This design comes from an exercise in tuning for small area, a short achievable clock period and few clock cycles on the open sky130 flow, not from production work.
The RTL was checked by simulation tests, not by an equivalence proof against the original design.
Power and IR drop assume default switching activity.

==> design.v <==
module csa_fa (
    input  a,
    input  b,
    input  c,
    output s,
    output co
);
assign s  = a ^ b ^ c;
assign co = (a & b) | (a & c) | (b & c);
endmodule
module csa_ha (
    input  a,
    input  b,
    output s,
    output co
);
assign s  = a ^ b;
assign co = a & b;
endmodule
module csa_fx (
    input  a,
    input  b,
    input  c,
    output s,
    output co
);
logic x;
assign x  = a ^ b;
assign s  = x ^ c;
assign co = x ? c : a;
endmodule
module sparse_mac_top
#(
    parameter int NUM_DECODERS = 2,
    parameter int VALUE_W = 16,
    parameter int INDEX_W = 16,
    parameter int DECODER_FIFO_DEPTH = 16,
    parameter int ACCUM_W = 32
)
(
    input mac_clk,
    input mac_rst,
    input [NUM_DECODERS-1:0] sram_valid_i,
    output [NUM_DECODERS-1:0] sram_ready_o,
    input [NUM_DECODERS*(1+VALUE_W+INDEX_W)-1:0] sram_data_i,
    output mac_valid_o,
    output [ACCUM_W-1:0] mac_data_o
);
localparam int DATA_W = 1 + VALUE_W + INDEX_W;
logic [INDEX_W-1:0] skip0, skip1;
logic [VALUE_W-1:0] val0, val1;
logic in_done0, in_done1;
assign {in_done0, val0, skip0} = sram_data_i[0 +: DATA_W];
assign {in_done1, val1, skip1} = sram_data_i[DATA_W +: DATA_W];
logic hv0, hv1;               
logic hd0, hd1;               
logic [VALUE_W-1:0] hval0;
logic [VALUE_W-1:0] hval1;
logic [7:0] g_one, g_two, g_neg;    
logic g_top;
logic [INDEX_W:0] diff;       
logic zq;                     
logic mat;                    
logic [31:0] acc_s, acc_c;    
logic [31:0] res;             
logic mq;                     
logic fin, both, d_neg, pop0, pop1, take0, take1;
assign fin   = (hv0 & hd0) | (hv1 & hd1);
assign both  = hv0 & hv1 & ~fin;
assign d_neg = diff[INDEX_W];
assign pop0  = both & ~d_neg;
assign pop1  = both & (d_neg | zq);
assign sram_ready_o[0] = ~fin & (~hv0 | pop0);
assign sram_ready_o[1] = ~fin & (~hv1 | pop1);
assign take0 = sram_valid_i[0] & sram_ready_o[0];
assign take1 = sram_valid_i[1] & sram_ready_o[1];
logic [INDEX_W:0] s1x, s0x, c10, c01, c11, diff_n;
logic [INDEX_W+1:0] c10_w, c11_w;
assign s1x   = {1'b0, skip1};
assign s0x   = {1'b0, skip0};
assign c10_w = {diff, 1'b1} + {s1x, 1'b1};           
assign c10   = c10_w[INDEX_W+1:1];
assign c01   = diff + ~s0x;                           
assign c11_w = {s1x, 1'b1} + {~s0x, 1'b1};           
assign c11   = c11_w[INDEX_W+1:1];
logic t00, t01, t10, t11;
assign t00 = ~take1 & ~take0;
assign t01 = ~take1 &  take0;
assign t10 =  take1 & ~take0;
assign t11 =  take1 &  take0;
assign diff_n = ({(INDEX_W+1){t00}} & diff) | ({(INDEX_W+1){t01}} & c01)
              | ({(INDEX_W+1){t10}} & c10) | ({(INDEX_W+1){t11}} & c11);
logic [INDEX_W:0] diff_m1;
logic z10, z01, z11, zn;
assign diff_m1 = diff - 1'b1;
assign z10 = (s1x == ~diff);
assign z01 = (s0x == diff_m1);
assign z11 = (skip1 == skip0);
assign zn  = (t00 & zq) | (t01 & z01) | (t10 & z10) | (t11 & z11);
logic hv0n, hv1n, hd0n, hd1n, finn, matn;
assign hv0n = take0 | (hv0 & ~pop0);
assign hv1n = take1 | (hv1 & ~pop1);
assign hd0n = take0 ? in_done0 : hd0;
assign hd1n = take1 ? in_done1 : hd1;
assign finn = (hv0n & hd0n) | (hv1n & hd1n);
assign matn = hv0n & hv1n & ~finn & zn;
logic [VALUE_W-1:0] n_val1;
logic [7:0] n_one, n_two, n_neg;
logic n_top;
assign n_val1 = take1 ? val1 : hval1;
always_comb begin
    for (int j = 0; j < 8; j++) begin
        logic hi, mid, lo;
        hi  = n_val1[2*j+1];
        mid = n_val1[2*j];
        lo  = (j == 0) ? 1'b0 : n_val1[2*j-1];
        n_one[j] = mid ^ lo;
        n_two[j] = (hi & ~mid & ~lo) | (~hi & mid & lo);
        n_neg[j] = hi;
    end
end
assign n_top = n_val1[15];
logic [16:0] bpp [8];
logic [15:0] bpp8;
always_comb begin
    for (int j = 0; j < 8; j++)
        for (int i = 0; i < 17; i++)
            bpp[j][i] = ((g_one[j] & ((i < 16) ? hval0[i] : 1'b0))
                       | (g_two[j] & ((i > 0) ? hval0[i-1] : 1'b0))) ^ g_neg[j];
    for (int i = 0; i < 16; i++)
        bpp8[i] = g_top & hval0[i];
end
logic [31:0] tree_s, tree_c;
logic mt_0, mt_1, mt_2, mt_3, mt_4, mt_5, mt_6, mt_7, mt_8, mt_9, mt_10, mt_11;
logic mt_12, mt_13, mt_14, mt_15, mt_16, mt_17, mt_18, mt_19, mt_20, mt_21, mt_22, mt_23;
logic mt_24, mt_25, mt_26, mt_27, mt_28, mt_29, mt_30, mt_31, mt_32, mt_33, mt_34, mt_35;
logic mt_36, mt_37, mt_38, mt_39, mt_40, mt_41, mt_42, mt_43, mt_44, mt_45, mt_46, mt_47;
logic mt_48, mt_49, mt_50, mt_51, mt_52, mt_53, mt_54, mt_55, mt_56, mt_57, mt_58, mt_59;
logic mt_60, mt_61, mt_62, mt_63, mt_64, mt_65, mt_66, mt_67, mt_68, mt_69, mt_70, mt_71;
logic mt_72, mt_73, mt_74, mt_75, mt_76, mt_77, mt_78, mt_79, mt_80, mt_81, mt_82, mt_83;
logic mt_84, mt_85, mt_86, mt_87, mt_88, mt_89, mt_90, mt_91, mt_92, mt_93, mt_94, mt_95;
logic mt_96, mt_97, mt_98, mt_99, mt_100, mt_101, mt_102, mt_103, mt_104, mt_105, mt_106, mt_107;
logic mt_108, mt_109, mt_110, mt_111, mt_112, mt_113, mt_114, mt_115, mt_116, mt_117, mt_118, mt_119;
logic mt_120, mt_121, mt_122, mt_123, mt_124, mt_125, mt_126, mt_127, mt_128, mt_129, mt_130, mt_131;
logic mt_132, mt_133, mt_134, mt_135, mt_136, mt_137, mt_138, mt_139, mt_140, mt_141, mt_142, mt_143;
logic mt_144, mt_145, mt_146, mt_147, mt_148, mt_149, mt_150, mt_151, mt_152, mt_153, mt_154, mt_155;
logic mt_156, mt_157, mt_158, mt_159, mt_160, mt_161, mt_162, mt_163, mt_164, mt_165, mt_166, mt_167;
logic mt_168, mt_169, mt_170, mt_171, mt_172, mt_173, mt_174, mt_175, mt_176, mt_177, mt_178, mt_179;
logic mt_180, mt_181, mt_182, mt_183, mt_184, mt_185, mt_186, mt_187, mt_188, mt_189, mt_190, mt_191;
logic mt_192, mt_193, mt_194, mt_195, mt_196, mt_197, mt_198, mt_199, mt_200, mt_201, mt_202, mt_203;
logic mt_204, mt_205, mt_206, mt_207, mt_208, mt_209, mt_210, mt_211, mt_212, mt_213, mt_214, mt_215;
logic mt_216, mt_217, mt_218, mt_219, mt_220, mt_221, mt_222, mt_223, mt_224, mt_225, mt_226, mt_227;
logic mt_228, mt_229, mt_230, mt_231, mt_232, mt_233, mt_234, mt_235, mt_236, mt_237, mt_238, mt_239;
logic mt_240, mt_241, mt_242, mt_243, mt_244, mt_245, mt_246, mt_247, mt_248, mt_249, mt_250, mt_251;
logic mt_252, mt_253, mt_254, mt_255, mt_256, mt_257, mt_258, mt_259, mt_260, mt_261, mt_262, mt_263;
logic mt_264, mt_265, mt_266, mt_267, mt_268, mt_269, mt_270, mt_271, mt_272, mt_273, mt_274, mt_275;
logic mt_276, mt_277, mt_278, mt_279, mt_280, mt_281, mt_282, mt_283, mt_284, mt_285, mt_286, mt_287;
logic mt_288, mt_289, mt_290, mt_291, mt_292, mt_293, mt_294, mt_295, mt_296, mt_297, mt_298, mt_299;
logic mt_300, mt_301, mt_302, mt_303, mt_304, mt_305, mt_306, mt_307, mt_308, mt_309, mt_310, mt_311;
logic mt_312, mt_313, mt_314, mt_315, mt_316, mt_317, mt_318, mt_319, mt_320, mt_321, mt_322, mt_323;
logic mt_324, mt_325, mt_326, mt_327, mt_328, mt_329, mt_330, mt_331, mt_332, mt_333, mt_334, mt_335;
logic mt_336, mt_337, mt_338, mt_339, mt_340, mt_341, mt_342, mt_343, mt_344, mt_345, mt_346, mt_347;
logic mt_348, mt_349, mt_350, mt_351, mt_352, mt_353, mt_354, mt_355, mt_356, mt_357, mt_358, mt_359;
logic mt_360, mt_361, mt_362, mt_363, mt_364, mt_365, mt_366, mt_367, mt_368, mt_369, mt_370, mt_371;
logic mt_372, mt_373, mt_374, mt_375, mt_376, mt_377, mt_378, mt_379, mt_380, mt_381, mt_382, mt_383;
logic mt_384, mt_385, mt_386, mt_387, mt_388, mt_389, mt_390, mt_391;
csa_ha u_mt_0 (.a(acc_s[12]), .b(acc_c[12]), .s(mt_0), .co(mt_1));
csa_ha u_mt_2 (.a(acc_s[13]), .b(acc_c[13]), .s(mt_2), .co(mt_3));
csa_fa u_mt_4 (.a(acc_s[14]), .b(acc_c[14]), .c(g_neg[7]), .s(mt_4), .co(mt_5));
csa_ha u_mt_6 (.a(bpp[0][14]), .b(bpp[1][12]), .s(mt_6), .co(mt_7));
csa_fx u_mt_8 (.a(acc_s[15]), .b(acc_c[15]), .c(bpp[0][15]), .s(mt_8), .co(mt_9));
csa_ha u_mt_10 (.a(bpp[1][13]), .b(bpp[2][11]), .s(mt_10), .co(mt_11));
csa_fa u_mt_12 (.a(acc_s[16]), .b(acc_c[16]), .c(bpp8[0]), .s(mt_12), .co(mt_13));
csa_fx u_mt_14 (.a(bpp[0][16]), .b(bpp[1][14]), .c(bpp[2][12]), .s(mt_14), .co(mt_15));
csa_fa u_mt_16 (.a(acc_s[17]), .b(acc_c[17]), .c(g_neg[0]), .s(mt_16), .co(mt_17));
csa_fa u_mt_18 (.a(bpp8[1]), .b(bpp[1][15]), .c(bpp[2][13]), .s(mt_18), .co(mt_19));
csa_fa u_mt_20 (.a(acc_s[18]), .b(acc_c[18]), .c(g_neg[0]), .s(mt_20), .co(mt_21));
csa_fa u_mt_22 (.a(bpp8[2]), .b(bpp[1][16]), .c(bpp[2][14]), .s(mt_22), .co(mt_23));
csa_fa u_mt_24 (.a(acc_s[19]), .b(acc_c[19]), .c(~g_neg[0]), .s(mt_24), .co(mt_25));
csa_fx u_mt_26 (.a(~g_neg[1]), .b(bpp8[3]), .c(bpp[2][15]), .s(mt_26), .co(mt_27));
csa_fa u_mt_28 (.a(1'b1), .b(acc_s[20]), .c(acc_c[20]), .s(mt_28), .co(mt_29));
csa_ha u_mt_30 (.a(bpp8[4]), .b(bpp[2][16]), .s(mt_30), .co(mt_31));
csa_fa u_mt_32 (.a(acc_s[21]), .b(acc_c[21]), .c(~g_neg[2]), .s(mt_32), .co(mt_33));
csa_ha u_mt_34 (.a(1'b1), .b(acc_s[22]), .s(mt_34), .co(mt_35));
csa_ha u_mt_36 (.a(acc_s[6]), .b(acc_c[6]), .s(mt_36), .co(mt_37));
csa_ha u_mt_38 (.a(acc_s[7]), .b(acc_c[7]), .s(mt_38), .co(mt_39));
csa_fa u_mt_40 (.a(acc_s[8]), .b(acc_c[8]), .c(g_neg[4]), .s(mt_40), .co(mt_41));
csa_ha u_mt_42 (.a(bpp[0][8]), .b(bpp[1][6]), .s(mt_42), .co(mt_43));
csa_fa u_mt_44 (.a(acc_s[9]), .b(acc_c[9]), .c(bpp[0][9]), .s(mt_44), .co(mt_45));
csa_ha u_mt_46 (.a(bpp[1][7]), .b(bpp[2][5]), .s(mt_46), .co(mt_47));
csa_fa u_mt_48 (.a(acc_s[10]), .b(acc_c[10]), .c(g_neg[5]), .s(mt_48), .co(mt_49));
csa_fa u_mt_50 (.a(bpp[0][10]), .b(bpp[1][8]), .c(bpp[2][6]), .s(mt_50), .co(mt_51));
csa_ha u_mt_52 (.a(bpp[3][4]), .b(bpp[4][2]), .s(mt_52), .co(mt_53));
csa_fa u_mt_54 (.a(acc_s[11]), .b(acc_c[11]), .c(bpp[0][11]), .s(mt_54), .co(mt_55));
csa_fa u_mt_56 (.a(bpp[1][9]), .b(bpp[2][7]), .c(bpp[3][5]), .s(mt_56), .co(mt_57));
csa_ha u_mt_58 (.a(bpp[4][3]), .b(bpp[5][1]), .s(mt_58), .co(mt_59));
csa_fa u_mt_60 (.a(g_neg[6]), .b(mt_0), .c(bpp[0][12]), .s(mt_60), .co(mt_61));
csa_fa u_mt_62 (.a(bpp[1][10]), .b(bpp[2][8]), .c(bpp[3][6]), .s(mt_62), .co(mt_63));
csa_fa u_mt_64 (.a(bpp[4][4]), .b(bpp[5][2]), .c(bpp[6][0]), .s(mt_64), .co(mt_65));
csa_fa u_mt_66 (.a(mt_1), .b(mt_2), .c(bpp[0][13]), .s(mt_66), .co(mt_67));
csa_fa u_mt_68 (.a(bpp[1][11]), .b(bpp[2][9]), .c(bpp[3][7]), .s(mt_68), .co(mt_69));
csa_fa u_mt_70 (.a(bpp[4][5]), .b(bpp[5][3]), .c(bpp[6][1]), .s(mt_70), .co(mt_71));
csa_fa u_mt_72 (.a(mt_3), .b(mt_4), .c(bpp[2][10]), .s(mt_72), .co(mt_73));
csa_fa u_mt_74 (.a(bpp[3][8]), .b(bpp[4][6]), .c(bpp[5][4]), .s(mt_74), .co(mt_75));
csa_fx u_mt_76 (.a(bpp[6][2]), .b(bpp[7][0]), .c(mt_6), .s(mt_76), .co(mt_77));
csa_fa u_mt_78 (.a(mt_5), .b(bpp[3][9]), .c(bpp[4][7]), .s(mt_78), .co(mt_79));
csa_fa u_mt_80 (.a(bpp[5][5]), .b(bpp[6][3]), .c(bpp[7][1]), .s(mt_80), .co(mt_81));
csa_fx u_mt_82 (.a(mt_8), .b(mt_7), .c(mt_10), .s(mt_82), .co(mt_83));
csa_fa u_mt_84 (.a(mt_12), .b(bpp[3][10]), .c(bpp[4][8]), .s(mt_84), .co(mt_85));
csa_fa u_mt_86 (.a(bpp[5][6]), .b(bpp[6][4]), .c(bpp[7][2]), .s(mt_86), .co(mt_87));
csa_fx u_mt_88 (.a(mt_11), .b(mt_9), .c(mt_14), .s(mt_88), .co(mt_89));
csa_fa u_mt_90 (.a(mt_16), .b(bpp[3][11]), .c(bpp[4][9]), .s(mt_90), .co(mt_91));
csa_fa u_mt_92 (.a(bpp[5][7]), .b(bpp[6][5]), .c(bpp[7][3]), .s(mt_92), .co(mt_93));
csa_fx u_mt_94 (.a(mt_13), .b(mt_15), .c(mt_18), .s(mt_94), .co(mt_95));
csa_fa u_mt_96 (.a(mt_20), .b(mt_17), .c(bpp[3][12]), .s(mt_96), .co(mt_97));
csa_fa u_mt_98 (.a(bpp[4][10]), .b(bpp[5][8]), .c(bpp[6][6]), .s(mt_98), .co(mt_99));
csa_fx u_mt_100 (.a(bpp[7][4]), .b(mt_19), .c(mt_22), .s(mt_100), .co(mt_101));
csa_fa u_mt_102 (.a(mt_24), .b(mt_21), .c(bpp[3][13]), .s(mt_102), .co(mt_103));
csa_fa u_mt_104 (.a(bpp[4][11]), .b(bpp[5][9]), .c(bpp[6][7]), .s(mt_104), .co(mt_105));
csa_fx u_mt_106 (.a(bpp[7][5]), .b(mt_26), .c(mt_23), .s(mt_106), .co(mt_107));
csa_fa u_mt_108 (.a(mt_28), .b(mt_25), .c(bpp[3][14]), .s(mt_108), .co(mt_109));
csa_fa u_mt_110 (.a(bpp[4][12]), .b(bpp[5][10]), .c(bpp[6][8]), .s(mt_110), .co(mt_111));
csa_fx u_mt_112 (.a(bpp[7][6]), .b(mt_30), .c(mt_27), .s(mt_112), .co(mt_113));
csa_fa u_mt_114 (.a(mt_29), .b(bpp8[5]), .c(mt_32), .s(mt_114), .co(mt_115));
csa_fa u_mt_116 (.a(bpp[3][15]), .b(bpp[4][13]), .c(bpp[5][11]), .s(mt_116), .co(mt_117));
csa_fx u_mt_118 (.a(bpp[6][9]), .b(bpp[7][7]), .c(mt_31), .s(mt_118), .co(mt_119));
csa_fa u_mt_120 (.a(acc_c[22]), .b(mt_34), .c(bpp8[6]), .s(mt_120), .co(mt_121));
csa_fa u_mt_122 (.a(mt_33), .b(bpp[3][16]), .c(bpp[4][14]), .s(mt_122), .co(mt_123));
csa_fa u_mt_124 (.a(bpp[5][12]), .b(bpp[6][10]), .c(bpp[7][8]), .s(mt_124), .co(mt_125));
csa_fa u_mt_126 (.a(acc_s[23]), .b(acc_c[23]), .c(mt_35), .s(mt_126), .co(mt_127));
csa_fa u_mt_128 (.a(~g_neg[3]), .b(bpp8[7]), .c(bpp[4][15]), .s(mt_128), .co(mt_129));
csa_fa u_mt_130 (.a(bpp[5][13]), .b(bpp[6][11]), .c(bpp[7][9]), .s(mt_130), .co(mt_131));
csa_fa u_mt_132 (.a(1'b1), .b(acc_s[24]), .c(acc_c[24]), .s(mt_132), .co(mt_133));
csa_fa u_mt_134 (.a(bpp8[8]), .b(bpp[4][16]), .c(bpp[5][14]), .s(mt_134), .co(mt_135));
csa_ha u_mt_136 (.a(bpp[6][12]), .b(bpp[7][10]), .s(mt_136), .co(mt_137));
csa_fa u_mt_138 (.a(acc_s[25]), .b(acc_c[25]), .c(~g_neg[4]), .s(mt_138), .co(mt_139));
csa_fa u_mt_140 (.a(bpp8[9]), .b(bpp[5][15]), .c(bpp[6][13]), .s(mt_140), .co(mt_141));
csa_fa u_mt_142 (.a(1'b1), .b(acc_s[26]), .c(acc_c[26]), .s(mt_142), .co(mt_143));
csa_ha u_mt_144 (.a(bpp8[10]), .b(bpp[5][16]), .s(mt_144), .co(mt_145));
csa_fa u_mt_146 (.a(acc_s[27]), .b(acc_c[27]), .c(~g_neg[5]), .s(mt_146), .co(mt_147));
csa_ha u_mt_148 (.a(1'b1), .b(acc_s[28]), .s(mt_148), .co(mt_149));
csa_ha u_mt_150 (.a(acc_s[2]), .b(acc_c[2]), .s(mt_150), .co(mt_151));
csa_ha u_mt_152 (.a(acc_s[3]), .b(acc_c[3]), .s(mt_152), .co(mt_153));
csa_fa u_mt_154 (.a(acc_s[4]), .b(acc_c[4]), .c(g_neg[2]), .s(mt_154), .co(mt_155));
csa_ha u_mt_156 (.a(bpp[0][4]), .b(bpp[1][2]), .s(mt_156), .co(mt_157));
csa_fa u_mt_158 (.a(acc_s[5]), .b(acc_c[5]), .c(bpp[0][5]), .s(mt_158), .co(mt_159));
csa_ha u_mt_160 (.a(bpp[1][3]), .b(bpp[2][1]), .s(mt_160), .co(mt_161));
csa_fa u_mt_162 (.a(g_neg[3]), .b(mt_36), .c(bpp[0][6]), .s(mt_162), .co(mt_163));
csa_fa u_mt_164 (.a(bpp[1][4]), .b(bpp[2][2]), .c(bpp[3][0]), .s(mt_164), .co(mt_165));
csa_fa u_mt_166 (.a(mt_37), .b(mt_38), .c(bpp[0][7]), .s(mt_166), .co(mt_167));
csa_fa u_mt_168 (.a(bpp[1][5]), .b(bpp[2][3]), .c(bpp[3][1]), .s(mt_168), .co(mt_169));
csa_fa u_mt_170 (.a(mt_39), .b(mt_40), .c(bpp[2][4]), .s(mt_170), .co(mt_171));
csa_fa u_mt_172 (.a(bpp[3][2]), .b(bpp[4][0]), .c(mt_42), .s(mt_172), .co(mt_173));
csa_fa u_mt_174 (.a(mt_41), .b(bpp[3][3]), .c(bpp[4][1]), .s(mt_174), .co(mt_175));
csa_fa u_mt_176 (.a(mt_44), .b(mt_43), .c(mt_46), .s(mt_176), .co(mt_177));
csa_fa u_mt_178 (.a(mt_48), .b(bpp[5][0]), .c(mt_47), .s(mt_178), .co(mt_179));
csa_fa u_mt_180 (.a(mt_52), .b(mt_45), .c(mt_50), .s(mt_180), .co(mt_181));
csa_fa u_mt_182 (.a(mt_49), .b(mt_54), .c(mt_53), .s(mt_182), .co(mt_183));
csa_fa u_mt_184 (.a(mt_58), .b(mt_51), .c(mt_56), .s(mt_184), .co(mt_185));
csa_fa u_mt_186 (.a(mt_60), .b(mt_59), .c(mt_55), .s(mt_186), .co(mt_187));
csa_fa u_mt_188 (.a(mt_57), .b(mt_62), .c(mt_64), .s(mt_188), .co(mt_189));
csa_fa u_mt_190 (.a(mt_66), .b(mt_61), .c(mt_63), .s(mt_190), .co(mt_191));
csa_fa u_mt_192 (.a(mt_65), .b(mt_68), .c(mt_70), .s(mt_192), .co(mt_193));
csa_fa u_mt_194 (.a(mt_72), .b(mt_67), .c(mt_69), .s(mt_194), .co(mt_195));
csa_fa u_mt_196 (.a(mt_71), .b(mt_74), .c(mt_76), .s(mt_196), .co(mt_197));
csa_fa u_mt_198 (.a(mt_73), .b(mt_75), .c(mt_78), .s(mt_198), .co(mt_199));
csa_fa u_mt_200 (.a(mt_80), .b(mt_82), .c(mt_77), .s(mt_200), .co(mt_201));
csa_fx u_mt_202 (.a(mt_79), .b(mt_81), .c(mt_84), .s(mt_202), .co(mt_203));
csa_fx u_mt_204 (.a(mt_86), .b(mt_83), .c(mt_88), .s(mt_204), .co(mt_205));
csa_fx u_mt_206 (.a(mt_85), .b(mt_87), .c(mt_90), .s(mt_206), .co(mt_207));
csa_fx u_mt_208 (.a(mt_92), .b(mt_94), .c(mt_89), .s(mt_208), .co(mt_209));
csa_fa u_mt_210 (.a(mt_96), .b(mt_91), .c(mt_93), .s(mt_210), .co(mt_211));
csa_fa u_mt_212 (.a(mt_98), .b(mt_100), .c(mt_95), .s(mt_212), .co(mt_213));
csa_fa u_mt_214 (.a(mt_102), .b(mt_97), .c(mt_99), .s(mt_214), .co(mt_215));
csa_fx u_mt_216 (.a(mt_104), .b(mt_106), .c(mt_101), .s(mt_216), .co(mt_217));
csa_fa u_mt_218 (.a(mt_108), .b(mt_103), .c(mt_105), .s(mt_218), .co(mt_219));
csa_fx u_mt_220 (.a(mt_110), .b(mt_112), .c(mt_107), .s(mt_220), .co(mt_221));
csa_fa u_mt_222 (.a(mt_114), .b(mt_109), .c(mt_111), .s(mt_222), .co(mt_223));
csa_fx u_mt_224 (.a(mt_116), .b(mt_118), .c(mt_113), .s(mt_224), .co(mt_225));
csa_fa u_mt_226 (.a(mt_120), .b(mt_115), .c(mt_117), .s(mt_226), .co(mt_227));
csa_fa u_mt_228 (.a(mt_122), .b(mt_124), .c(mt_119), .s(mt_228), .co(mt_229));
csa_fa u_mt_230 (.a(mt_126), .b(mt_121), .c(mt_128), .s(mt_230), .co(mt_231));
csa_fa u_mt_232 (.a(mt_123), .b(mt_125), .c(mt_130), .s(mt_232), .co(mt_233));
csa_fa u_mt_234 (.a(mt_132), .b(mt_127), .c(mt_136), .s(mt_234), .co(mt_235));
csa_fa u_mt_236 (.a(mt_129), .b(mt_131), .c(mt_134), .s(mt_236), .co(mt_237));
csa_fa u_mt_238 (.a(mt_133), .b(mt_138), .c(bpp[7][11]), .s(mt_238), .co(mt_239));
csa_fa u_mt_240 (.a(mt_137), .b(mt_135), .c(mt_140), .s(mt_240), .co(mt_241));
csa_fa u_mt_242 (.a(mt_142), .b(mt_139), .c(bpp[6][14]), .s(mt_242), .co(mt_243));
csa_fa u_mt_244 (.a(bpp[7][12]), .b(mt_144), .c(mt_141), .s(mt_244), .co(mt_245));
csa_fa u_mt_246 (.a(mt_143), .b(bpp8[11]), .c(mt_146), .s(mt_246), .co(mt_247));
csa_fa u_mt_248 (.a(bpp[6][15]), .b(bpp[7][13]), .c(mt_145), .s(mt_248), .co(mt_249));
csa_fa u_mt_250 (.a(acc_c[28]), .b(mt_148), .c(bpp8[12]), .s(mt_250), .co(mt_251));
csa_fa u_mt_252 (.a(mt_147), .b(bpp[6][16]), .c(bpp[7][14]), .s(mt_252), .co(mt_253));
csa_fa u_mt_254 (.a(acc_s[29]), .b(acc_c[29]), .c(mt_149), .s(mt_254), .co(mt_255));
csa_fa u_mt_256 (.a(~g_neg[6]), .b(bpp8[13]), .c(bpp[7][15]), .s(mt_256), .co(mt_257));
csa_fa u_mt_258 (.a(1'b1), .b(acc_s[30]), .c(acc_c[30]), .s(mt_258), .co(mt_259));
csa_ha u_mt_260 (.a(bpp8[14]), .b(bpp[7][16]), .s(mt_260), .co(mt_261));
csa_fa u_mt_262 (.a(acc_s[31]), .b(acc_c[31]), .c(~g_neg[7]), .s(mt_262), .co(mt_263));
csa_ha u_mt_264 (.a(acc_s[0]), .b(acc_c[0]), .s(mt_264), .co(mt_265));
csa_ha u_mt_266 (.a(acc_s[1]), .b(acc_c[1]), .s(mt_266), .co(mt_267));
csa_fa u_mt_268 (.a(g_neg[1]), .b(mt_150), .c(bpp[0][2]), .s(mt_268), .co(mt_269));
csa_fa u_mt_270 (.a(mt_151), .b(mt_152), .c(bpp[0][3]), .s(mt_270), .co(mt_271));
csa_fa u_mt_272 (.a(mt_153), .b(mt_154), .c(bpp[2][0]), .s(mt_272), .co(mt_273));
csa_fa u_mt_274 (.a(mt_155), .b(mt_158), .c(mt_157), .s(mt_274), .co(mt_275));
csa_fa u_mt_276 (.a(mt_162), .b(mt_161), .c(mt_159), .s(mt_276), .co(mt_277));
csa_fa u_mt_278 (.a(mt_166), .b(mt_163), .c(mt_165), .s(mt_278), .co(mt_279));
csa_fa u_mt_280 (.a(mt_170), .b(mt_167), .c(mt_169), .s(mt_280), .co(mt_281));
csa_fa u_mt_282 (.a(mt_171), .b(mt_174), .c(mt_176), .s(mt_282), .co(mt_283));
csa_fa u_mt_284 (.a(mt_175), .b(mt_178), .c(mt_177), .s(mt_284), .co(mt_285));
csa_fx u_mt_286 (.a(mt_179), .b(mt_182), .c(mt_184), .s(mt_286), .co(mt_287));
csa_fx u_mt_288 (.a(mt_183), .b(mt_186), .c(mt_185), .s(mt_288), .co(mt_289));
csa_fa u_mt_290 (.a(mt_187), .b(mt_190), .c(mt_189), .s(mt_290), .co(mt_291));
csa_fx u_mt_292 (.a(mt_191), .b(mt_194), .c(mt_193), .s(mt_292), .co(mt_293));
csa_fa u_mt_294 (.a(mt_195), .b(mt_198), .c(mt_197), .s(mt_294), .co(mt_295));
csa_fx u_mt_296 (.a(mt_202), .b(mt_199), .c(mt_201), .s(mt_296), .co(mt_297));
csa_fx u_mt_298 (.a(mt_206), .b(mt_203), .c(mt_205), .s(mt_298), .co(mt_299));
csa_fx u_mt_300 (.a(mt_210), .b(mt_207), .c(mt_209), .s(mt_300), .co(mt_301));
csa_fx u_mt_302 (.a(mt_211), .b(mt_214), .c(mt_216), .s(mt_302), .co(mt_303));
csa_fx u_mt_304 (.a(mt_215), .b(mt_218), .c(mt_220), .s(mt_304), .co(mt_305));
csa_fx u_mt_306 (.a(mt_219), .b(mt_222), .c(mt_224), .s(mt_306), .co(mt_307));
csa_fx u_mt_308 (.a(mt_226), .b(mt_223), .c(mt_228), .s(mt_308), .co(mt_309));
csa_fx u_mt_310 (.a(mt_230), .b(mt_227), .c(mt_232), .s(mt_310), .co(mt_311));
csa_fx u_mt_312 (.a(mt_234), .b(mt_231), .c(mt_236), .s(mt_312), .co(mt_313));
csa_fx u_mt_314 (.a(mt_238), .b(mt_235), .c(mt_240), .s(mt_314), .co(mt_315));
csa_fa u_mt_316 (.a(mt_242), .b(mt_239), .c(mt_244), .s(mt_316), .co(mt_317));
csa_fa u_mt_318 (.a(mt_246), .b(mt_243), .c(mt_248), .s(mt_318), .co(mt_319));
csa_fa u_mt_320 (.a(mt_250), .b(mt_247), .c(mt_252), .s(mt_320), .co(mt_321));
csa_fa u_mt_322 (.a(mt_254), .b(mt_251), .c(mt_256), .s(mt_322), .co(mt_323));
csa_fa u_mt_324 (.a(mt_258), .b(mt_255), .c(mt_260), .s(mt_324), .co(mt_325));
csa_fa u_mt_326 (.a(mt_259), .b(bpp8[15]), .c(mt_262), .s(mt_326), .co(mt_327));
csa_ha u_mt_328 (.a(g_neg[0]), .b(mt_264), .s(mt_328), .co(mt_329));
csa_fa u_mt_330 (.a(mt_265), .b(mt_266), .c(bpp[0][1]), .s(mt_330), .co(mt_331));
csa_fa u_mt_332 (.a(mt_267), .b(bpp[1][0]), .c(mt_268), .s(mt_332), .co(mt_333));
csa_fa u_mt_334 (.a(bpp[1][1]), .b(mt_270), .c(mt_269), .s(mt_334), .co(mt_335));
csa_fa u_mt_336 (.a(mt_272), .b(mt_156), .c(mt_271), .s(mt_336), .co(mt_337));
csa_fa u_mt_338 (.a(mt_160), .b(mt_273), .c(mt_274), .s(mt_338), .co(mt_339));
csa_fa u_mt_340 (.a(mt_164), .b(mt_275), .c(mt_276), .s(mt_340), .co(mt_341));
csa_fa u_mt_342 (.a(mt_168), .b(mt_277), .c(mt_278), .s(mt_342), .co(mt_343));
csa_fa u_mt_344 (.a(mt_172), .b(mt_279), .c(mt_280), .s(mt_344), .co(mt_345));
csa_fx u_mt_346 (.a(mt_173), .b(mt_281), .c(mt_282), .s(mt_346), .co(mt_347));
csa_fx u_mt_348 (.a(mt_180), .b(mt_284), .c(mt_283), .s(mt_348), .co(mt_349));
csa_fx u_mt_350 (.a(mt_181), .b(mt_286), .c(mt_285), .s(mt_350), .co(mt_351));
csa_fx u_mt_352 (.a(mt_188), .b(mt_288), .c(mt_287), .s(mt_352), .co(mt_353));
csa_fx u_mt_354 (.a(mt_192), .b(mt_289), .c(mt_290), .s(mt_354), .co(mt_355));
csa_fx u_mt_356 (.a(mt_196), .b(mt_291), .c(mt_292), .s(mt_356), .co(mt_357));
csa_fx u_mt_358 (.a(mt_200), .b(mt_293), .c(mt_294), .s(mt_358), .co(mt_359));
csa_fx u_mt_360 (.a(mt_204), .b(mt_296), .c(mt_295), .s(mt_360), .co(mt_361));
csa_fx u_mt_362 (.a(mt_208), .b(mt_298), .c(mt_297), .s(mt_362), .co(mt_363));
csa_fx u_mt_364 (.a(mt_212), .b(mt_300), .c(mt_299), .s(mt_364), .co(mt_365));
csa_fx u_mt_366 (.a(mt_213), .b(mt_302), .c(mt_301), .s(mt_366), .co(mt_367));
csa_fx u_mt_368 (.a(mt_217), .b(mt_304), .c(mt_303), .s(mt_368), .co(mt_369));
csa_fx u_mt_370 (.a(mt_221), .b(mt_306), .c(mt_305), .s(mt_370), .co(mt_371));
csa_fx u_mt_372 (.a(mt_225), .b(mt_308), .c(mt_307), .s(mt_372), .co(mt_373));
csa_fx u_mt_374 (.a(mt_229), .b(mt_310), .c(mt_309), .s(mt_374), .co(mt_375));
csa_fa u_mt_376 (.a(mt_233), .b(mt_312), .c(mt_311), .s(mt_376), .co(mt_377));
csa_fa u_mt_378 (.a(mt_237), .b(mt_314), .c(mt_313), .s(mt_378), .co(mt_379));
csa_fx u_mt_380 (.a(mt_241), .b(mt_316), .c(mt_315), .s(mt_380), .co(mt_381));
csa_fx u_mt_382 (.a(mt_245), .b(mt_318), .c(mt_317), .s(mt_382), .co(mt_383));
csa_fa u_mt_384 (.a(mt_249), .b(mt_320), .c(mt_319), .s(mt_384), .co(mt_385));
csa_fa u_mt_386 (.a(mt_253), .b(mt_322), .c(mt_321), .s(mt_386), .co(mt_387));
csa_fa u_mt_388 (.a(mt_257), .b(mt_324), .c(mt_323), .s(mt_388), .co(mt_389));
csa_fa u_mt_390 (.a(mt_326), .b(mt_261), .c(mt_325), .s(mt_390), .co(mt_391));
assign tree_s[0] = bpp[0][0];
assign tree_c[0] = mt_328;
assign tree_s[1] = mt_330;
assign tree_c[1] = mt_329;
assign tree_s[2] = mt_332;
assign tree_c[2] = mt_331;
assign tree_s[3] = mt_334;
assign tree_c[3] = mt_333;
assign tree_s[4] = mt_336;
assign tree_c[4] = mt_335;
assign tree_s[5] = mt_338;
assign tree_c[5] = mt_337;
assign tree_s[6] = mt_340;
assign tree_c[6] = mt_339;
assign tree_s[7] = mt_342;
assign tree_c[7] = mt_341;
assign tree_s[8] = mt_344;
assign tree_c[8] = mt_343;
assign tree_s[9] = mt_346;
assign tree_c[9] = mt_345;
assign tree_s[10] = mt_348;
assign tree_c[10] = mt_347;
assign tree_s[11] = mt_350;
assign tree_c[11] = mt_349;
assign tree_s[12] = mt_352;
assign tree_c[12] = mt_351;
assign tree_s[13] = mt_354;
assign tree_c[13] = mt_353;
assign tree_s[14] = mt_356;
assign tree_c[14] = mt_355;
assign tree_s[15] = mt_358;
assign tree_c[15] = mt_357;
assign tree_s[16] = mt_360;
assign tree_c[16] = mt_359;
assign tree_s[17] = mt_362;
assign tree_c[17] = mt_361;
assign tree_s[18] = mt_364;
assign tree_c[18] = mt_363;
assign tree_s[19] = mt_366;
assign tree_c[19] = mt_365;
assign tree_s[20] = mt_368;
assign tree_c[20] = mt_367;
assign tree_s[21] = mt_370;
assign tree_c[21] = mt_369;
assign tree_s[22] = mt_372;
assign tree_c[22] = mt_371;
assign tree_s[23] = mt_374;
assign tree_c[23] = mt_373;
assign tree_s[24] = mt_376;
assign tree_c[24] = mt_375;
assign tree_s[25] = mt_378;
assign tree_c[25] = mt_377;
assign tree_s[26] = mt_380;
assign tree_c[26] = mt_379;
assign tree_s[27] = mt_382;
assign tree_c[27] = mt_381;
assign tree_s[28] = mt_384;
assign tree_c[28] = mt_383;
assign tree_s[29] = mt_386;
assign tree_c[29] = mt_385;
assign tree_s[30] = mt_388;
assign tree_c[30] = mt_387;
assign tree_s[31] = mt_390;
assign tree_c[31] = mt_389;
always_ff @(posedge mac_clk or negedge mac_rst) begin
    if (~mac_rst) begin
        hv0   <= 1'b0;
        hv1   <= 1'b0;
        diff  <= '0;
        zq    <= 1'b1;
        mat   <= 1'b0;
        acc_s <= '0;
        acc_c <= '0;
        mq    <= 1'b0;
        g_one <= '0;
        g_two <= '0;
        g_neg <= '0;
        g_top <= 1'b0;
    end else begin
        hv0   <= hv0n;
        hv1   <= hv1n;
        diff  <= diff_n;
        zq    <= zn;
        mat   <= matn;
        acc_s <= tree_s;
        acc_c <= tree_c;
        mq    <= mat;
        g_one <= n_one & {8{matn}};
        g_two <= n_two & {8{matn}};
        g_neg <= n_neg & {8{matn}};
        g_top <= n_top & matn;
    end
end
function automatic [31:0] bk_add(input [31:0] a, input [31:0] b);
    logic [31:0] g, p, gg, pp;
    g = a & b;
    p = a ^ b;
    gg = g;
    pp = p;
    for (int l = 0; l < 5; l++)
        for (int i = 0; i < 32; i++)
            if (((i + 1) % (2 << l)) == 0) begin
                gg[i] = gg[i] | (pp[i] & gg[i - (1 << l)]);
                pp[i] = pp[i] & pp[i - (1 << l)];
            end
    for (int l = 3; l >= 0; l--)
        for (int i = 0; i < 32; i++)
            if (((i + 1) % (2 << l)) == (1 << l) && i >= (2 << l)) begin
                gg[i] = gg[i] | (pp[i] & gg[i - (1 << l)]);
                pp[i] = pp[i] & pp[i - (1 << l)];
            end
    bk_add = p ^ {gg[30:0], 1'b0};
endfunction
always_ff @(posedge mac_clk) begin
    res <= bk_add(acc_s, acc_c);
    if (take0) begin
        hval0 <= val0;
        hd0   <= in_done0;
    end
    if (take1) begin
        hval1 <= val1;
        hd1   <= in_done1;
    end
end
assign mac_valid_o = fin & ~mq;
assign mac_data_o  = res;
endmodule
==> flow/run.sh <==
#!/bin/bash
set -euo pipefail
export BUFFER_PORTS_ARGS="-buffer_cell sky130_fd_sc_hd__buf_2"
bash standard.sh finish > flow_make.log 2>&1
==> standard.sh <==
#!/bin/bash
# synth_recipe.tcl (not shown) runs the flow's synth.tcl, then flattens the netlist and writes it again
# the make line also repeats each setting of config.mk as NAME=value (left out here)
make -C /OpenROAD-flow-scripts/flow DESIGN_CONFIG=/design/flow/config.mk WORK_HOME=/design/flow/orfs CLKGATE_MAP_FILE= SYNTH_SCRIPT=/design/flow/synth_recipe.tcl "${@:-finish}"
==> config.mk <==
export PLATFORM = sky130hd
export DESIGN_NAME = sparse_mac_top
export DESIGN_NICKNAME = sparse_mac_top
export VERILOG_FILES = /design/flow/design.v
export SDC_FILE = /design/flow/constraint.sdc
export NUM_CORES = 4
export LEC_CHECK = 0
export CAP_MARGIN = 20
export CORE_MARGIN = 2
export CORE_UTILIZATION = 40
export SETUP_SLACK_MARGIN = 3.5
export SLEW_MARGIN = 20
export SYNTH_HIERARCHICAL = 1
==> constraint.sdc <==
create_clock -name core_clock -period 7.0 [get_ports {mac_clk}]
set_input_delay 1.4000 -clock core_clock [delete_from_list [all_inputs] [get_ports {mac_clk}]]
set_output_delay 1.4000 -clock core_clock [all_outputs]
set_load 0.01 [all_outputs]
==> run_results.csv, run 1 <==
group,metric,value,unit
run_status,status,"no timing/DRC/antenna violations",
route,wire_per_inst,19.9,µm
cells_and_area,fin_area,18200,µm²
yosys,ys_ff_latch,176,
yosys,synth_edf_count,16,
cells_and_area,antenna_cells,0,
critical_path,path_class,"register to register",
sta,relSlewSlack,29.5,%
worst_hold_path,min_to,"mq",
global_route,track_usage,20.8,%
critical_path,end_kind,"register",
global_route,grt_pass1_vias,12400,
yosys,synth_xor_area_share,17.6,%
critical_path,reg2reg_to,"acc_c[10]",
yosys,ys_top_cells_by_area,"fa_1, dfrtp_1, xnor2_1",
yosys,ys_types,72,
yosys,synthCells,1539,
floorplanning,fp.dieW,207,µm
cells_and_area,areaGrowthSynthToFinish,10.7,%
cells_and_area,n_fill_cell,3800,
clocking,clkSlewWorstSetupHoldPaths,0.07,ns
cells_and_area,final_common_cell,"xnor2_1",
route,drc,0,
place,place_area,17300,µm²
floorplanning,dieArea,42700,µm²
worst_hold_path,min_path_cells,0,
cells_and_area,final_nets,1909,
yosys,synth_warnings,9,
critical_path,r2r_slack,3.60,ns
yosys,ys_seq_area_share,25.8,%
critical_path,arrival,3.73,ns
sta,setup_viol,0,
floorplanning,coreArea,40600,µm²
clocking,cts_buffers,17,
route,drtIter0Drc,729,
yosys,netlist_area,16400,µm²
floorplanning,ioPinCount,105,
global_route,grt_max_degree,68,
critical_path,cp_num_buf_inv,0,
yosys,yosys.area_share.simple,8.65,%
clocking,clockRootBuffer,"clkbuf_16",
critical_path,path_max_fanout,17,
power,p_per_area,281,nW/µm²
floorplanning,rows,74,
critical_path,cp.required,7.33,ns
sta,whs,0.359,ns
critical_path,r2r-start,"hval0[9]",
sta,drv_slew,0,
sta,tightest_slew,1.06,ns
route,drtAntennaViolNets,0,
clocking,cts.sinks,176,
yosys,syn_area_per_cell,10.7,µm²
sta,finalHoldViolCount,0,
critical_path,cp-start-kind,"register",
route,via_count,11900,
clocking,htreeDepth,4,
power,ir_drop,207,µV
global_route,grt_overflow,0,
yosys,synth-compound-area-share,14.6,%
sta,fin_crit_sh,48.5,%
route,routed_wl,42.5,mm
power,power_leakage,8.13,nW
worst_hold_path,worstHoldStart,"mat",
yosys,synth.largest_area_cell,"fa_1",
worst_hold_path,hp-class,"register to register",
floorplanning,die_y,207,µm
place,io_buffers,104,
cells_and_area,drive_above_1_share,12.5,%
sta,min_period,3.40,ns
place,dp.cells,2092,
yosys,synthAdderAreaFrac,28.2,%
power,total_power,5.10,mW
critical_path,crit_slowest_cell,"edfxtp_1",
place,dp_hpwl,31.9,mm
yosys,synth-async-reset-ratio,62.5,%
critical_path,path_cells,"a22oi_1 > xnor2_1 > fa_1 > fa_1 > fa_1 > maj3_1",
global_route,antenna_found_initial,0,
yosys,netlist.area_leader.share,17.6,%
yosys,synthMuxAreaShare,0.976,%
yosys,synth_flop_cell,"dfrtp_1",
clocking,clk_path_buf_depth,2,
global_route,grt_pass1_wl,68.4,mm
sta,rsz0062_at_grt,"yes",
route,drt-pass1-iter-count,5,
floorplanning,initial_core_util,40.4,%
critical_path,slowest_delay,0.86,ns
critical_path,reg2reg_depth,6,
job,maxCapViolations,0,
sta,skew,0.0134,ns
route,drt-vias-per-instance,5.58,
sta,fmax,294,MHz
clocking,clock_latency,0.46,ns
place,gp_congestion,0.881,
cells_and_area,final_cell_mix,"xnor2_1, fa_1, a22oi_1",
critical_path,crit_family,"adder cells",
critical_path,cp_common_cell,"fa_1",
sta,finalSetupTns,0,ns
yosys,synth_top_family_by_area,"adder cells",
cells_and_area,stdcell_count,2139,
clocking,tritoncts,"done",
==> timing repair <==
| item | in CTS | in global routing |
|---|---|---|
| endpoints found under the setup margin | 40 | 40 |
| setup buffers | 0 | 14 |
| cloned | 0 | 1 |
| gates resized for setup | 7 | 21 |
| pin swaps | 1 | 10 |
| hold buffers | 0 | 0 |
==> kinds of logic after synthesis <==
family          after synthesis
xor+xnor                    248
mux                          16
flops                       176
other cells                   1
simple gates                284
buf+inv                     173
compound gates              348
fa+ha+maj                   293
==> Yosys stat by module (local to each module, per instance) <==
module          cell area [µm²]  flops+latches
csa_ha                     12.5              0
csa_fa                     20.0              0
csa_fx                     33.8              0
sparse_mac_top            12000            176
==> worst reg2reg max path, cell delays in order (launching register included) <==
cell and delay (ns):
edfxtp_1 0.86, a22oi_1 0.24, xnor2_1 0.30, fa_1 0.51, fa_1 0.57, fa_1 0.45, maj3_1 0.36
==> synth_stat cells (all sizes together), types with 4 or more instances <==
cell,count
a21oi,64
ha,101
a31oi,11
nand4,8
o21ai,40
inv,74
nor2,53
nor2b,8
and2,22
o22ai,6
o31a,5
a21boi,5
or3,9
o21a,13
xnor2,176
clkbuf,85
a211oi,23
o31ai,4
o211ai,9
a21o,21
a22oi,121
o21bai,8
nand2,80
edfxtp,16
nand2b,16
dfrtp,109
nor4,6
mux2i,16
dfxtp,50
and3,7
buf,14
xor3,48
xor2,24
nor3,29
nor3b,4
maj3,48
fa,144
nand3,33
==> flip-flops by register name (all words and copies together), names as in the netlist <==
name / flops
mat: 1
g_one: 8
diff: 17
acc_c: 32
zq: 1
g_two: 8
hval1: 16
hv0: 1
mq: 1
acc_s: 32
hd1: 1
hd0: 1
res: 32
g_neg: 8
hv1: 1
hval0: 16
==> metrics by stage <==
step / setup slack, ns / utilization [%]
2_1_floorplan: 3.54 / -
3_3_place_gp: 2.93 / 42.6
3_5_place_dp: 2.66 / 42.6
4_1_cts: 3.46 / 44.0
5_1_grt: 3.48 / 44.7
6_report: 3.60 / 44.7
==> routing by layer <==
metal / wire, µm / global-route usage, % / vias up
li1: - / - / 5513
met1: 19200 / 28.8 / 5997
met2: 19600 / 33.0 / 370
met3: 2350 / 2.87 / 65
met4: 1270 / 8.44 / 0
met5: 0 / 0 / -
==> worst max-delay path by stage <==
| stage | startpoint | endpoint | depth (start not counted) |
|---|---|---|---|
| after CTS | acc_s[0] | res[29] | 12 |
| after detailed placement | acc_s[0] | res[29] | 12 |
| after global placement | sram_valid_i[0] | g_two[0] | 11 |
| after global routing | sram_data_i[2] | diff[11] | 11 |
| final | hval0[9] | acc_c[10] | 6 |
| after floorplan | g_neg[0] | acc_s[19] | 8 |
==> power breakdown <==
part / switching [mW] / internal [mW]
Sequential: 0.326 / 1.27
Combinational: 1.40 / 1.18
Clock: 0.451 / 0.470
Total: 2.18 / 2.92
==> area by class of cell <==
type	count	area, µm²	area share (%)
inverters	74	280	1.54
clock inverters	13	105	0.579
flip-flops and latches	176	4240	23.3
repair buffers	129	786	4.33
well taps	532	666	3.66
multi-input cells	1196	11600	64.1
clock buffers	19	443	2.44
Testbench counts, summed over its fixed seeds: cycles 7,526.
==> run 2, diff against run 1 <==
--- a/config.mk
+++ b/config.mk
@@ -8,6 +8,6 @@
 export CAP_MARGIN = 20
 export CORE_MARGIN = 2
 export CORE_UTILIZATION = 40
-export SETUP_SLACK_MARGIN = 3.5
+export SETUP_SLACK_MARGIN = 3.6
 export SLEW_MARGIN = 20
 export SYNTH_HIERARCHICAL = 1
==> run_results.csv, run 2 <==
group,metric,value,unit
power,p_clk_share,19.4,%
critical_path,path_class,"input port to register",
place,dp_hpwl,31.7,mm
route,drtAntennaViolNets,0,
yosys,synth_edf_count,16,
sta,whs,0.366,ns
yosys,ys_ff_latch,176,
sta,relSlewSlack,38.3,%
power,internal-power,3.04,mW
cells_and_area,drive_above_1_share,13.8,%
critical_path,cp.required,7.36,ns
clocking,ctsHoldBuffers,0,
sta,fmax,301,MHz
floorplanning,die_y,207,µm
yosys,ys_seq_area_share,25.8,%
clocking,tritoncts,"done",
floorplanning,fp.dieW,207,µm
cells_and_area,antenna_cells,0,
route,via_count,11900,
sta,tightest_slew,0.926,ns
yosys,synth_warnings,9,
sta,finalHoldViolCount,0,
yosys,synth-async-reset-ratio,62.5,%
clocking,clk_path_buf_depth,2,
sta,finalSetupTns,0,ns
critical_path,cp-start-kind,"input port",
route,drtIter0Drc,775,
power,combPwrFrac,50.5,%
power,ir_drop,174,µV
sta,fin_crit_sh,47.5,%
sta,min_period,3.32,ns
critical_path,path_max_fanout,13,
cells_and_area,final_common_cell,"xnor2_1",
power,p_sw_share,41.8,%
yosys,synthCells,1539,
clocking,clkSlewWorstSetupHoldPaths,0.08,ns
route,drc,0,
run_status,status,"no timing/DRC/antenna violations",
clocking,htreeDepth,4,
power,p_per_area,284,nW/µm²
clocking,clockRootBuffer,"clkbuf_16",
power,power_leakage,8.20,nW
global_route,track_usage,21.0,%
global_route,grt_pass1_vias,12400,
critical_path,arrival,3.68,ns
yosys,syn_area_per_cell,10.7,µm²
yosys,netlist.area_leader.share,17.6,%
global_route,grt_pass1_wl,68.8,mm
clocking,cts_buffers,17,
place,io_buffers,104,
critical_path,r2r-start,"hval0[7]",
cells_and_area,stdcell_count,2151,
yosys,yosysMostFrequentCell,"xnor2_1",
yosys,synth.top_cells.by_count,"xnor2_1, fa_1, a22oi_1, dfrtp_1, ha_1",
clocking,cts.sinks,176,
job,maxCapViolations,0,
worst_hold_path,worstHoldStart,"mat",
floorplanning,ioPinCount,105,
yosys,ys_top_cells_by_area,"fa_1, dfrtp_1, xnor2_1",
critical_path,end_kind,"register",
global_route,antenna_found_initial,0,
yosys,synth.largest_area_cell,"fa_1",
global_route,grt_max_degree,68,
route,drt-vias-per-instance,5.55,
power,power.switching,2.18,mW
floorplanning,rows,74,
route,drt-pass1-iter-count,6,
worst_hold_path,hp-class,"register to register",
cells_and_area,final_cell_mix,"xnor2_1, fa_1, a22oi_1",
place,dp.cells,2092,
power,total_power,5.22,mW
route,wire_per_inst,19.9,µm
yosys,netlist_area,16400,µm²
floorplanning,initial_core_util,40.4,%
floorplanning,dieArea,42700,µm²
route,routed_wl,42.8,mm
clocking,clock_latency,0.45,ns
sta,skew,0.0119,ns
cells_and_area,fin_area,18400,µm²
place,place_area,17300,µm²
critical_path,crit_start,"sram_data_i[10]",
floorplanning,coreArea,40600,µm²
yosys,synth_flop_cell,"dfrtp_1",
cells_and_area,final_nets,1921,
cells_and_area,largest_registers,"acc_c: 32 flops, acc_s: 32 flops, res: 32 flops",
sta,rsz0062_at_grt,"yes",
place,gp_congestion,0.868,
power,seqPwrFrac,30.1,%
cells_and_area,areaGrowthSynthToFinish,11.9,%
yosys,ys_types,72,
global_route,grt_overflow,0,
sta,drv_slew,0,
sta,setup_viol,0,
## run 2: changes by cell type in the layout (fill, tap and decap cells not counted), moves of 3 or more
cell,before,now
buf_4,20,29
clkinv_4,3,0
dfrtp_1,105,98
dfrtp_2,4,10
## run 2: final timing paths
kind,slack (ns),depth (start not counted),to
max,3.68,10,g_two[0]
min,0.37,0,mq
max reg2reg,3.70,6,acc_c[16]
min reg2reg,0.37,0,mq
max in group asynchronous,4.62,2,g_neg[7]
min in group asynchronous,0.94,1,acc_s[4]
## run 2: per-stage QoR
| stage | util (%) | worst slack, ns |
|---|---|---|
| after detailed placement | 42.6 | 2.62 |
| final | 45.2 | 3.68 |
| after floorplan | - | 3.59 |
| after global placement | 42.6 | 2.89 |
| after global routing | 45.2 | 3.53 |
| after CTS | 44.5 | 3.61 |
## run 2: kinds of logic after synthesis
logic type,synth area share [%]
adder cells (fa/ha/maj),28.2
AND/OR/NAND/NOR,8.65
flip-flops,25.8
AO/OA/AOI/OAI,14.6
multiplexers,0.976
XOR/XNOR,17.6
other,0.0228
buffers and inverters,4.10
## run 2: routing by layer
| layer | GRT usage, % | up-vias | routed length [µm] |
|---|---|---|---|
| met5 | 0 | - | 0 |
| met1 | 29.4 | 5973 | 19400 |
| li1 | - | 5543 | - |
| met2 | 34.0 | 369 | 20300 |
| met3 | 2.61 | 52 | 2240 |
| met4 | 6.43 | 0 | 915 |
## run 2: critical path: stages
cell       delay [ns]
buf_2            0.12
xor2_1           0.25
nor2_1           0.09
or3_1            0.40
a2111oi_2        0.40
o2111ai_1        0.19
o21ai_2          0.19
buf_4            0.16
nand3_4          0.20
nor3_1           0.28
## run 2: layout make-up
| cell class | instances | area [µm²] |
|---|---|---|
| inverter | 74 | 283 |
| timing repair buffer | 141 | 900 |
| sequential | 176 | 4250 |
| clock inverter | 10 | 128 |
| tap | 532 | 666 |
| multi-input combinational | 1196 | 11700 |
| clock buffer | 22 | 475 |
| fill | 3764 | 22300 |
## run 2: modules after synthesis, one instance, submodules excluded
| module | area (µm²) | copies in the design | flip-flops and latches |
|---|---|---|---|
| csa_fa | 20.0 | 125 | 0 |
| csa_ha | 12.5 | 23 | 0 |
| csa_fx | 33.8 | 48 | 0 |
| sparse_mac_top | 12000 | 1 | 176 |
## run 2: power groups by stage
stage                     Sequential (mW)  Clock, mW  Combinational, mW
final                                1.57       1.01               2.63
after global routing                 1.61       1.08               2.94
after CTS                            1.60       1.04               2.54
after detailed placement             1.63          0               2.46
after global placement               1.63          0               2.40
after floorplan                      1.46          0               1.97
## run 2: timing repair
item	in CTS	in global routing
gates resized for setup	12	33
pin swaps	4	7
gates cloned	1	0
setup buffers	14	12
setup endpoints to repair	55	56
==> run 3, diff against run 2 <==
--- a/config.mk
+++ b/config.mk
@@ -8,6 +8,8 @@
 export CAP_MARGIN = 20
 export CORE_MARGIN = 2
 export CORE_UTILIZATION = 40
+export CTS_BUF_LIST = sky130_fd_sc_hd__clkbuf_4 sky130_fd_sc_hd__clkbuf_8
+export PLACE_DENSITY = 0.8
 export SETUP_SLACK_MARGIN = 3.6
 export SLEW_MARGIN = 20
 export SYNTH_HIERARCHICAL = 1
==> run_results.csv, run 3 <==
group,metric,value,unit
yosys,netlist.area_leader.share,17.6,%
yosys,ys_seq_area_share,25.8,%
clocking,clk_path_buf_depth,2,
sta,worst_slack,3.62,ns
route,via_count,12400,
clocking,ctsHoldBuffers,0,
global_route,antenna_found_initial,3,
floorplanning,initial_core_util,40.4,%
sta,skew,0.0227,ns
global_route,grt_pass1_vias,12700,
critical_path,cp.required,7.37,ns
cells_and_area,largest_registers,"acc_c: 32 flops, acc_s: 32 flops, res: 32 flops",
sta,fin_crit_sh,48.3,%
critical_path,cp-start-kind,"register",
place,io_buffers,104,
clocking,clkSlewWorstSetupHoldPaths,0.10,ns
global_route,track_usage,20.6,%
sta,rsz0062_at_grt,"no",
yosys,ys_types,72,
route,drt-vias-per-instance,5.75,
sta,relSlewSlack,27.4,%
critical_path,arrival,3.75,ns
place,dp_hpwl,31.5,mm
global_route,grt_max_degree,57,
job,maxCapViolations,0,
worst_hold_path,hp-class,"register to register",
sta,setup_viol,0,
route,routed_wl,43.4,mm
power,power_leakage,8.11,nW
place,place_ws,2.79,ns
sta,finalSetupTns,0,ns
floorplanning,fp.dieW,207,µm
yosys,synth.largest_area_cell,"fa_1",
yosys,synth.top_cells.by_count,"xnor2_1, fa_1, a22oi_1, dfrtp_1, ha_1",
place,dp.cells,2088,
place,gp_congestion,0.937,
clocking,clock_latency,0.49,ns
yosys,ys_top_cells_by_area,"fa_1, dfrtp_1, xnor2_1",
clocking,cts.sinks,176,
critical_path,path_max_fanout,17,
yosys,synth_edf_count,16,
yosys,synth-async-reset-ratio,62.5,%
sta,whs,0.358,ns
sta,min_period,3.38,ns
sta,drv_slew,0,
global_route,grt_overflow,0,
cells_and_area,final_nets,1920,
global_route,grt_pass1_wl,68.0,mm
floorplanning,die_y,207,µm
floorplanning,ioPinCount,105,
cells_and_area,final_cell_mix,"xnor2_1, fa_1, a22oi_1",
clocking,clockRootBuffer,"clkbuf_8",
power,ir_drop,236,µV
cells_and_area,final_common_cell,"xnor2_1",
route,drtIter0Drc,1259,
yosys,syn_area_per_cell,10.7,µm²
floorplanning,dieArea,42700,µm²
yosys,synth_warnings,9,
cells_and_area,drive_above_1_share,13.6,%
yosys,synthCells,1539,
sta,finalHoldViolCount,0,
power,p_per_area,275,nW/µm²
route,drc,0,
run_status,status,"no timing/DRC/antenna violations",
route,wire_per_inst,20.1,µm
critical_path,end_kind,"register",
floorplanning,coreArea,40600,µm²
floorplanning,rows,74,
route,drtAntennaViolNets,0,
yosys,synth_flop_cell,"dfrtp_1",
yosys,netlist_area,16400,µm²
clocking,cts_buffers,17,
route,drt-pass1-iter-count,6,
clocking,htreeDepth,4,
yosys,yosysMostFrequentCell,"xnor2_1",
clocking,tritoncts,"done",
critical_path,path_class,"register to register",
cells_and_area,areaGrowthSynthToFinish,10.8,%
sta,tightest_slew,1.09,ns
yosys,ys_ff_latch,176,
sta,fmax,296,MHz
cells_and_area,stdcell_count,2152,
run 3: cell counts after synthesis:
No cell type changed its count.
run 3: cell type report:
| cell class | count | area, µm² |
|---|---|---|
| flip-flops and latches | 176 | 4250 |
| clock buffers | 17 | 234 |
| inverters | 74 | 283 |
| diodes | 2 | 5.00 |
| repair buffers | 140 | 917 |
| multi-input cells | 1196 | 11600 |
| clock inverters | 15 | 193 |
| fillers | 3723 | 22500 |
| well taps | 532 | 666 |
run 3: kinds of logic (layout without fill, tap and decap cells):
group,count (synthesis),after routing,synth area share (%)
xor+xnor,248,248,17.6
mux,16,16,0.976
flops,176,176,25.8
simple gates,284,285,8.65
buf+inv,173,246,4.10
fa+ha+maj,293,293,28.2
other cells,1,8,0.0228
compound gates,348,348,14.6
run 3: power breakdown:
part,total [mW],leakage [nW],switching (mW),internal [mW]
clock,0.771,0.207,0.435,0.336
combinational,2.66,5.91,1.46,1.20
sequential,1.58,2.00,0.303,1.27
run 3: Yosys stat by module, one instance, submodules excluded:
module / cells inside / area [µm²]
sparse_mac_top: 1295 / 12000
csa_fa: 1 / 20.0
csa_ha: 1 / 12.5
csa_fx: 2 / 33.8
run 3: worst paths after layout:
path,cells after the start,slack [ns],end,from
max,6,3.62,acc_c[21],hval0[3]
min,0,0.36,mq,mat
max reg2reg,6,3.62,acc_c[21],hval0[3]
min reg2reg,0,0.36,mq,mat
max in group asynchronous,2,4.74,g_one[1],mac_rst
min in group asynchronous,1,0.96,acc_c[27],mac_rst
run 3: layer usage:
layer / GRT usage [%] / share of wire [%] / wire length [µm]
met5: 0 / 0.016 / 7
met4: 6.81 / 2.9 / 1280
met3: 4.33 / 8.7 / 3780
met2: 34.4 / 48 / 20800
met1: 26.7 / 40 / 17500
run 3: critical path, cell delays in order (launching register included):
cell and delay [ns]:
edfxtp_1 0.85, and2_1 0.25, xor3_1 0.44, xor3_1 0.46, xor3_1 0.47, maj3_1 0.41
maj3_1 0.37
run 3: repair_timing:
| item | CTS | global route |
|---|---|---|
| gates cloned | 0 | 1 |
| setup endpoints to repair | 44 | 63 |
| pin swaps | 0 | 6 |
| resized for setup | 10 | 29 |
| setup buffers | 7 | 22 |
run 3: stage by stage:
step	power [mW]	cell area [µm²]	util [%]
3_5_place_dp	4.08	17300	42.5
2_1_floorplan	3.43	16400	-
6_report	5.01	18200	44.7
4_1_cts	4.91	17800	43.8
3_3_place_gp	3.98	17300	42.5
5_1_grt	5.38	18200	44.7
==> run 4, diff against run 3 <==
--- a/config.mk
+++ b/config.mk
@@ -9,7 +9,7 @@
 export CORE_MARGIN = 2
 export CORE_UTILIZATION = 40
 export CTS_BUF_LIST = sky130_fd_sc_hd__clkbuf_4 sky130_fd_sc_hd__clkbuf_8
-export PLACE_DENSITY = 0.8
 export SETUP_SLACK_MARGIN = 3.6
 export SLEW_MARGIN = 20
 export SYNTH_HIERARCHICAL = 1
+export TNS_END_PERCENT = 20
==> run_results.csv, run 4 <==
group,metric,value,unit
cells_and_area,final_common_cell,"xnor2_1",
yosys,synth-async-reset-ratio,62.5,%
sta,fmax,297,MHz
sta,skew,0.0159,ns
sta,setup_viol,0,
power,total_power,4.92,mW
clocking,ctsHoldBuffers,0,
critical_path,arrival,3.78,ns
power,p_per_area,272,nW/µm²
cells_and_area,antenna_cells,0,
worst_hold_path,hp-class,"register to register",
power,seqPwrFrac,32.0,%
clocking,clkSlewWorstSetupHoldPaths,0.10,ns
route,drt-vias-per-instance,5.53,
job,maxCapViolations,0,
yosys,ys_top_cells_by_area,"fa_1, dfrtp_1, xnor2_1",
route,via_count,11900,
critical_path,r2r-start,"hval0[3]",
yosys,ys_types,72,
sta,rsz0062_at_grt,"yes",
yosys,synth_warnings,9,
floorplanning,ioPinCount,105,
floorplanning,initial_core_util,40.4,%
cells_and_area,final_cell_mix,"xnor2_1, fa_1, a22oi_1",
cells_and_area,final_nets,1915,
place,gp_congestion,0.886,
power,ir_drop,179,µV
critical_path,crit_slowest_cell,"a211oi_1",
yosys,synth_edf_count,16,
global_route,grt_max_degree,65,
critical_path,end_kind,"register",
clocking,cts.sinks,176,
yosys,ys_ff_latch,176,
yosys,netlist.area_leader.share,17.6,%
floorplanning,coreArea,40600,µm²
clocking,clockRootBuffer,"clkbuf_8",
route,wire_per_inst,19.7,µm
floorplanning,fp.dieW,207,µm
clocking,cts_buffers,17,
critical_path,path_max_fanout,13,
floorplanning,dieArea,42700,µm²
worst_hold_path,min_path_cells,0,
cells_and_area,n_fill_cell,3854,
critical_path,slowest_delay,0.47,ns
clocking,htreeDepth,4,
power,combPwrFrac,52.9,%
sta,tightest_slew,0.866,ns
sta,finalHoldViolCount,0,
run_status,status,"no timing/DRC/antenna violations",
critical_path,reg2reg_depth,6,
yosys,syn_area_per_cell,10.7,µm²
global_route,grt_overflow,0,
cells_and_area,drive_above_1_share,13.1,%
power,power_leakage,8.08,nW
place,dp.cells,2092,
critical_path,r2r_slack,3.65,ns
power,power.switching,2.13,mW
sta,finalSetupTns,0,ns
global_route,track_usage,20.7,%
yosys,synth.top_cells.by_count,"xnor2_1, fa_1, a22oi_1, dfrtp_1, ha_1",
yosys,synthCells,1539,
cells_and_area,stdcell_count,2145,
yosys,synth_flop_cell,"dfrtp_1",
cells_and_area,areaGrowthSynthToFinish,10.1,%
global_route,grt_pass1_wl,67.4,mm
place,io_buffers,104,
floorplanning,rows,74,
clocking,clk_path_buf_depth,2,
worst_hold_path,worstHoldStart,"mat",
sta,relSlewSlack,42.3,%
critical_path,cp-start-kind,"input port",
route,routed_wl,42.2,mm
clocking,tritoncts,"done",
place,dp_hpwl,31.6,mm
critical_path,path_cells,"buf_2 > inv_1 > ha_1 > a211oi_1 > o211ai_1 > a211oi_1 > o2111ai_1 > o21ai_2 > buf_4 > nand3_4 > nor3_1",
sta,min_period,3.37,ns
critical_path,path_class,"input port to register",
route,drtIter0Drc,749,
critical_path,reg2reg_to,"acc_c[21]",
global_route,antenna_found_initial,0,
route,drt-pass1-iter-count,6,
critical_path,cp_common_cell,"a211oi_1",
power,internal-power,2.80,mW
yosys,synth.largest_area_cell,"fa_1",
sta,fin_crit_sh,48.1,%
power,p_clk_share,15.1,%
cells_and_area,largest_registers,"acc_c: 32 flops, acc_s: 32 flops, res: 32 flops",
worst_hold_path,min_to,"mq",
sta,drv_slew,0,
sta,whs,0.363,ns
critical_path,cp.required,7.42,ns
route,drc,0,
yosys,ys_seq_area_share,25.8,%
route,drtAntennaViolNets,0,
yosys,yosysMostFrequentCell,"xnor2_1",
floorplanning,die_y,207,µm
yosys,netlist_area,16400,µm²
clocking,clock_latency,0.51,ns
global_route,grt_pass1_vias,12100,
power,p_sw_share,43.2,%
[run 4: cell counts after synthesis]
No cell type changed its count.
[run 4: logic make-up after synthesis]
logic type	after synthesis	share of synthesized area (%)
muxes	16	0.976
DFF	176	25.8
adders and majority gates	293	28.2
AOI/OAI and AO/OA	348	14.6
buffers and inverters	173	4.10
and+or+nand+nor	284	8.65
other	1	0.0228
xor gates and xnor gates	248	17.6
[run 4: modules after synthesis, one instance, submodules excluded]
| module | area (µm²) | cells inside | times used | flops+latches |
|---|---|---|---|---|
| sparse_mac_top | 12000 | 1295 | 1 | 176 |
| csa_ha | 12.5 | 1 | 23 | 0 |
| csa_fx | 33.8 | 2 | 48 | 0 |
| csa_fa | 20.0 | 1 | 125 | 0 |
[run 4: worst max path at each step]
stage,startpoint,to,slack (ns),cells past startpoint
5_1_grt,diff[16],g_two[0],3.51,10
6_report,sram_data_i[0],g_two[0],3.63,11
4_1_cts,diff[1],g_one[1],3.53,10
3_5_place_dp,acc_s[0],res[31],2.70,12
3_3_place_gp,sram_valid_i[0],g_two[0],2.93,11
2_1_floorplan,g_neg[1],acc_c[21],3.58,8
[run 4: what timing repair did]
action	in CTS	in global routing
buffers inserted	10	10
resized for setup	10	21
endpoints found under the setup margin	49	64
gates cloned	1	0
pin swaps	6	3
[run 4: worst max-delay path: cells and delay by family]
kind | cells | cell delay [ns]
AND/OR/NAND/NOR | 2 | 0.50
AO/OA/AOI/OAI | 5 | 1.28
adder cells (fa/ha/maj) | 1 | 0.31
buffers and inverters | 3 | 0.30
[run 4: metrics by stage]
stage / worst slack [ns] / utilization (%) / instance area (µm²)
2_1_floorplan: 3.58 / - / 16400
3_3_place_gp: 2.93 / 42.6 / 17300
3_5_place_dp: 2.70 / 42.6 / 17300
4_1_cts: 3.53 / 44.0 / 17900
5_1_grt: 3.51 / 44.5 / 18100
6_report: 3.63 / 44.5 / 18100
[run 4: cell type report]
class / count / area (µm²) / share of cell area, %
Timing Repair Buffer: 135 / 847 / 4.69
Clock buffer: 19 / 249 / 1.38
Clock inverter: 13 / 154 / 0.852
Sequential cell: 176 / 4240 / 23.5
Tap cell: 532 / 666 / 3.68
Inverter: 74 / 283 / 1.56
Multi-Input combinational cell: 1196 / 11600 / 64.3
[run 4: layer usage]
| layer | up-vias | wire (µm) | GRT usage (%) | part of all wire [%] |
|---|---|---|---|---|
| met1 | 5921 | 19300 | 28.5 | 46 |
| met3 | 69 | 2310 | 3.20 | 5.5 |
| li1 | 5521 | - | - | - |
| met2 | 359 | 19100 | 32.9 | 45 |
| met5 | - | 0 | 0 | 0 |
| met4 | 0 | 1370 | 8.04 | 3.2 |
[run 4: power by group through the flow]
stage          Clock (mW)  Combinational, mW  Sequential, mW
6_report            0.742               2.60            1.58
5_1_grt             0.813               2.90            1.61
2_1_floorplan           0               1.97            1.46
3_3_place_gp            0               2.40            1.63
3_5_place_dp            0               2.45            1.63
4_1_cts             0.779               2.54            1.59

## afterwards: timing with drivers on the ports
No port has a modelled driver above. Below, the same layouts with a new extraction and two added sets of constraints.
Step 1 sets driving cells, clkbuf_16 on the clock port and buf_2 on the other inputs (assumed; they add their load-dependent delay and slew).
Step 2 times the ports against the registers' clock, not the clock port: input delays grow and output delays shrink by t, the midpoint of the rising clock arrivals with the driver on.
Slacks: no drivers / after step 1 / after step 2; pairs: no drivers / after step 1.
run	shift t [ns]	setup WS [ns]	worst setup path after step 2
run 1	0.504	3.602 / 3.602 / 3.157	input to register
run 2	0.492	3.677 / 3.660 / 3.214	input to register
run 3	0.534	3.618 / 3.618 / 3.117	input to register
run 4	0.554	3.633 / 3.588 / 3.109	input to register
After both steps every run listed still meets setup and hold. The setup slack of run 4, which loses most, moves by -0.045 ns with the drivers and by -0.524 ns with both steps.
